Context: an optimization exercise on an open-source flow, tuned for small area, a short achievable clock period and few clock cycles per item. The choices shown serve that exercise and are no tape-out recipe. The RTL was checked by simulation tests, not by an equivalence proof against the original design. Power is estimated from default activity; no workload was simulated.

job 2700:
// multiplier
module multiplier(
  output [63:0] prod,
  output busy,
  input [31:0] mc,
  input [31:0] mp,
  input clk,
  input rst,
  input start);
reg [31:0] M, S;
reg [30:0] C;
reg [23:0] Q;
reg [11:0] Ls, Lc;
reg t, cl, busy_r;
reg [1:0] cnt;
reg [5:0] d_one, d_two, d_neg;
wire fin = busy_r & (cnt == 2'd1);
wire it = start | busy_r;
function [17:0] dec;
  input [12:0] b;
  integer k;
  reg [5:0] o, w, n;
  begin
    for (k = 0; k < 6; k = k + 1) begin
      o[k] = b[2*k+1] ^ b[2*k];
      w[k] = (b[2*k+2] ^ b[2*k+1]) & ~(b[2*k+1] ^ b[2*k]);
      n[k] = b[2*k+2];
    end
    dec = {n, w, o};
  end
endfunction
wire [17:0] dec0 = dec({{mp[7:0], 4'd0}, 1'b0});
wire [17:0] decn = dec(busy_r ? Q[12:0] : {mp[19:7]});
wire [31:0] Me = busy_r ? M : mc;
wire [5:0] oe = busy_r ? d_one : dec0[5:0];
wire [5:0] we = busy_r ? d_two : dec0[11:6];
wire [5:0] ne = busy_r ? d_neg : dec0[17:12];
wire [31:0] Se = S & {32{busy_r}};
wire [30:0] Ce = C & {31{busy_r}};
  ...
For scale: roughly 1400 cells after synthesis, roughly 170 flip-flops, roughly 130 I/O pins.
clock: 4.0 ns
lec_check: 0
cap_margin: 20
core_margin: 2
core_utilization: 40
setup_slack_margin: 0.1
slew_margin: 20
synth_hierarchical: 1
synth_minimum_keep_size: 0
standard.sh (not shown) runs the stock make flow with config.mk's settings and CLKGATE_MAP_FILE= SYNTH_SCRIPT=/design/flow/synth_recipe.tcl, a recipe that flattens the netlist after the stock synthesis.
==> flow/flow/run.sh <==
#!/bin/bash
# Layout flow: the standard flow (standard synthesis and ORFS steps), except
# that the port buffers inserted before global placement are buf_2 cells
# instead of the delay-cell buffers ORFS picks by default. Every input and
# output port still gets its own buffer.
set -euo pipefail
export BUFFER_PORTS_ARGS="-buffer_cell sky130_fd_sc_hd__buf_2"
bash standard.sh finish > standard_flow.log 2>&1
In summary, job 2700 completed successfully, with a layout that passed the timing, DRC and antenna checks.
Testbench counts of job 2700, summed over its fixed seeds: cycles 9,600, items 3,200.
For job 7658, these inputs were changed with respect to job 2700:
Settings: SETUP_SLACK_MARGIN: 0.1 -> 0.05.
[summary]
- The core of job 7658 is less densely filled than that of job 2700.
- Job 2700 -> job 7658: I/O pin total delta 0, exact match
- Clock period minus worst slack sits higher in job 7658 than in job 2700.
- Job 2700 and job 7658 ended up with roughly the same required time at the worst-slack endpoint.
- On post-layout instance area, the higher figure sits with job 2700, not job 7658.
- The higher pin count of the biggest net entering global routing of job 7658 and job 2700 is in job 7658.
- Job 7658: sequential share of layout area is 0.36 points higher than what job 2700 reported.
- | number of antenna violations at the first check in global routing | lower: job 2700 |
For job 1271, these inputs were changed with respect to job 7658:
Settings: CTS_BUF_LIST newly set to sky130_fd_sc_hd__clkbuf_8; SETUP_SLACK_MARGIN changed from 0.05 to 0.1.
Findings:
- Job 1271 finished end to end and its layout was clean on timing, DRC and antenna.
- When job 1271 is set beside job 7658, its final net count turns out to be 14 larger.
- Setup slack: job 1271 more than job 7658
- Net switching power of the design delta for job 1271 relative to job 7658: about 1.1% lower
- Total power delta (job 1271 − job 7658): favourable
- Switching fraction of total power came out higher on job 1271 than on job 7658.
- Going from job 7658 to job 1271, the cell area was found to have gone up by 330 um2.
- When job 1271 is set beside job 7658, its number of cells traversed by the worst hold path turns out to be 1 larger.

---

Setup of rev 12:
Another version of the RTL of multiplier (not shown whole).
For scale: ~170 flip-flops, ~130 I/O pins.
// multiplier
module multiplier(
  output [63:0] prod,
  output busy,
  input [31:0] mc,
  input [31:0] mp,
  input clk,
  input rst,
  input start);
reg [31:0] M, S;
reg [30:0] C;
reg [23:0] Q;
reg [11:0] Ls, Lc;
reg t, cl, busy_r;
reg [1:0] cnt;
reg [5:0] d_one, d_two, d_neg;
wire fin = busy_r & (cnt == 2'd1);
wire it = start | busy_r;
wire dkeep = ~rst & (start | (busy_r & ~fin));   
function [17:0] dec;
  input [12:0] b;
  integer k;
  reg [5:0] o, w, n;
  begin
    for (k = 0; k < 6; k = k + 1) begin
      o[k] = b[2*k+1] ^ b[2*k];
      w[k] = (b[2*k+2] ^ b[2*k+1]) & ~(b[2*k+1] ^ b[2*k]);
      n[k] = b[2*k+2];
    end
    dec = {n, w, o};
  end
endfunction
wire [17:0] dec0 = dec({{mp[7:0], 4'd0}, 1'b0});
wire [17:0] decn = dec(busy_r ? Q[12:0] : {mp[19:7]});
wire [31:0] Me = busy_r ? M : mc;
wire [5:0] oe = busy_r ? d_one : dec0[5:0];
wire [5:0] we = busy_r ? d_two : dec0[11:6];
wire [5:0] ne = busy_r ? d_neg : dec0[17:12];
wire [31:0] Se = S & {32{busy_r}};
wire [30:0] Ce = C & {31{busy_r}};
wire te = t | ~busy_r;
wire [32:0] Mx = {Me[31], Me};
wire [33:0] Mx2 = {Mx, 1'b0};
wire [32:0] Mr = {M[31], M};
wire [33:0] Mr2 = {Mr, 1'b0};
wire [32:0] x0 = ({33{d_one[0]}} & Mr) | ({33{d_two[0]}} & Mr2[32:0]);
wire [32:0] p0 = x0 ^ {33{d_neg[0]}};
wire [33:0] pp0 = {~p0[32], p0};
wire [32:0] x1 = ({33{d_one[1]}} & Mr) | ({33{d_two[1]}} & Mr2[32:0]);
wire [32:0] p1 = x1 ^ {33{d_neg[1]}};
wire [33:0] pp1 = {~p1[32], p1};
wire [32:0] x2 = ({33{oe[2]}} & Mx) | ({33{we[2]}} & Mx2[32:0]);
wire [32:0] p2 = x2 ^ {33{ne[2]}};
wire [33:0] pp2 = {~p2[32], p2};
wire [32:0] x3 = ({33{oe[3]}} & Mx) | ({33{we[3]}} & Mx2[32:0]);
wire [32:0] p3 = x3 ^ {33{ne[3]}};
wire [33:0] pp3 = {~p3[32], p3};
wire [32:0] x4 = ({33{oe[4]}} & Mx) | ({33{we[4]}} & Mx2[32:0]);
wire [32:0] p4 = x4 ^ {33{ne[4]}};
wire [33:0] pp4 = {~p4[32], p4};
wire [32:0] x5 = ({33{oe[5]}} & Mx) | ({33{we[5]}} & Mx2[32:0]);
wire [32:0] p5 = x5 ^ {33{ne[5]}};
wire [33:0] pp5 = {~p5[32], p5};
wire hs1, hc1;
mul_ha u1 (.a(Se[0]), .b(ne[0]), .s(hs1), .co(hc1));
wire fs2, fc2;
mul_fa u2 (.a(Ce[0]), .b(Se[1]), .c(hc1), .s(fs2), .co(fc2));
wire fs3, fc3;
mul_fa u3 (.a(Ce[1]), .b(Se[2]), .c(ne[1]), .s(fs3), .co(fc3));
wire fs4, fc4;
  ...
==> flow/config.mk <==
export PLATFORM = sky130hd
export DESIGN_NAME = multiplier
export DESIGN_NICKNAME = multiplier
export VERILOG_FILES = /design/flow/design.v
export SDC_FILE = /design/flow/constraint.sdc
export NUM_CORES = 4
export LEC_CHECK = 0
export CAP_MARGIN = 20
export CORE_MARGIN = 2
export CORE_UTILIZATION = 50
export SETUP_SLACK_MARGIN = 0.05
export SLEW_MARGIN = 20
export SYNTH_HIERARCHICAL = 1
export SYNTH_MINIMUM_KEEP_SIZE = 0
==> flow/constraint.sdc <==
create_clock -name core_clock -period 4.0 [get_ports {clk}]
set_input_delay 0.8000 -clock core_clock [delete_from_list [all_inputs] [get_ports {clk}]]
set_output_delay 0.8000 -clock core_clock [all_outputs]
set_load 0.01 [all_outputs]
Scripts as last shown in full above: flow/flow/run.sh
Testbench counts of rev 12, summed over its fixed seeds: cycles 9,600, items 3,200.
### rev 12 -> rev 13
- a change of SETUP_SLACK_MARGIN from 0.05 to 0.1
Compared rev 13 against rev 12; sequential power within noise.
Sum of internal, switching and leakage power: rev 13 vs rev 12 up about 3.7%
Summary of rev 13 over rev 12: sequential portion of the cell area fell 0.17 points, area overhead of the layout relative to synthesis increased by 0.83 points relative to the old numbers, net switching share of the total power decreased 1.0 points, final design instance area without fill picked up an extra about 0.7%, headroom to the max-slew limit saw an increase.
Rev 13 against rev 12: fmax neither gained nor lost much, final wirelength now sits higher.

==> re-timing with driven ports <==
In the flow no input, the clock included, has a driving cell. The finished layouts below were timed again as built, in two steps. Step 1 (the two cells are an assumption about what drives the block):
set clk [get_ports {clk}]
set_driving_cell -lib_cell sky130_fd_sc_hd__clkbuf_16 $clk
set_driving_cell -lib_cell sky130_fd_sc_hd__buf_2 [delete_from_list [all_inputs] $clk]
Step 2 also shifts input and output timing later by t, the mid clock arrival at the registers, as if the neighbouring blocks saw the same clock. a / b / c = no drivers / after step 1 / after step 2; a / b = the first two.
run	t (ns)	slack for setup (ns)	clock arrival spread, ns	slew at the worst register clock pin (ns)	worst slew at a driven data input, ns
job 2700	0.499	0.081 / 0.081 / -0.385	0.019 / 0.020	0.08 / 0.08	0.06
job 7658	0.506	0.045 / 0.045 / -0.296	0.015 / 0.015	0.08 / 0.08	0.07
job 1271	0.551	0.086 / 0.086 / -0.319	0.030 / 0.031	0.12 / 0.12	0.07
rev 12	0.511	0.142 / 0.091 / -0.248	0.017 / 0.018	0.08 / 0.08	0.06
rev 13	0.510	0.150 / 0.142 / -0.229	0.010 / 0.010	0.07 / 0.07	0.06
Met with ideal ports but missed after step 2: setup timing in every run listed. For job 2700, which loses most, drivers alone change the setup slack by 0.000 ns; drivers and shift together by -0.466 ns.
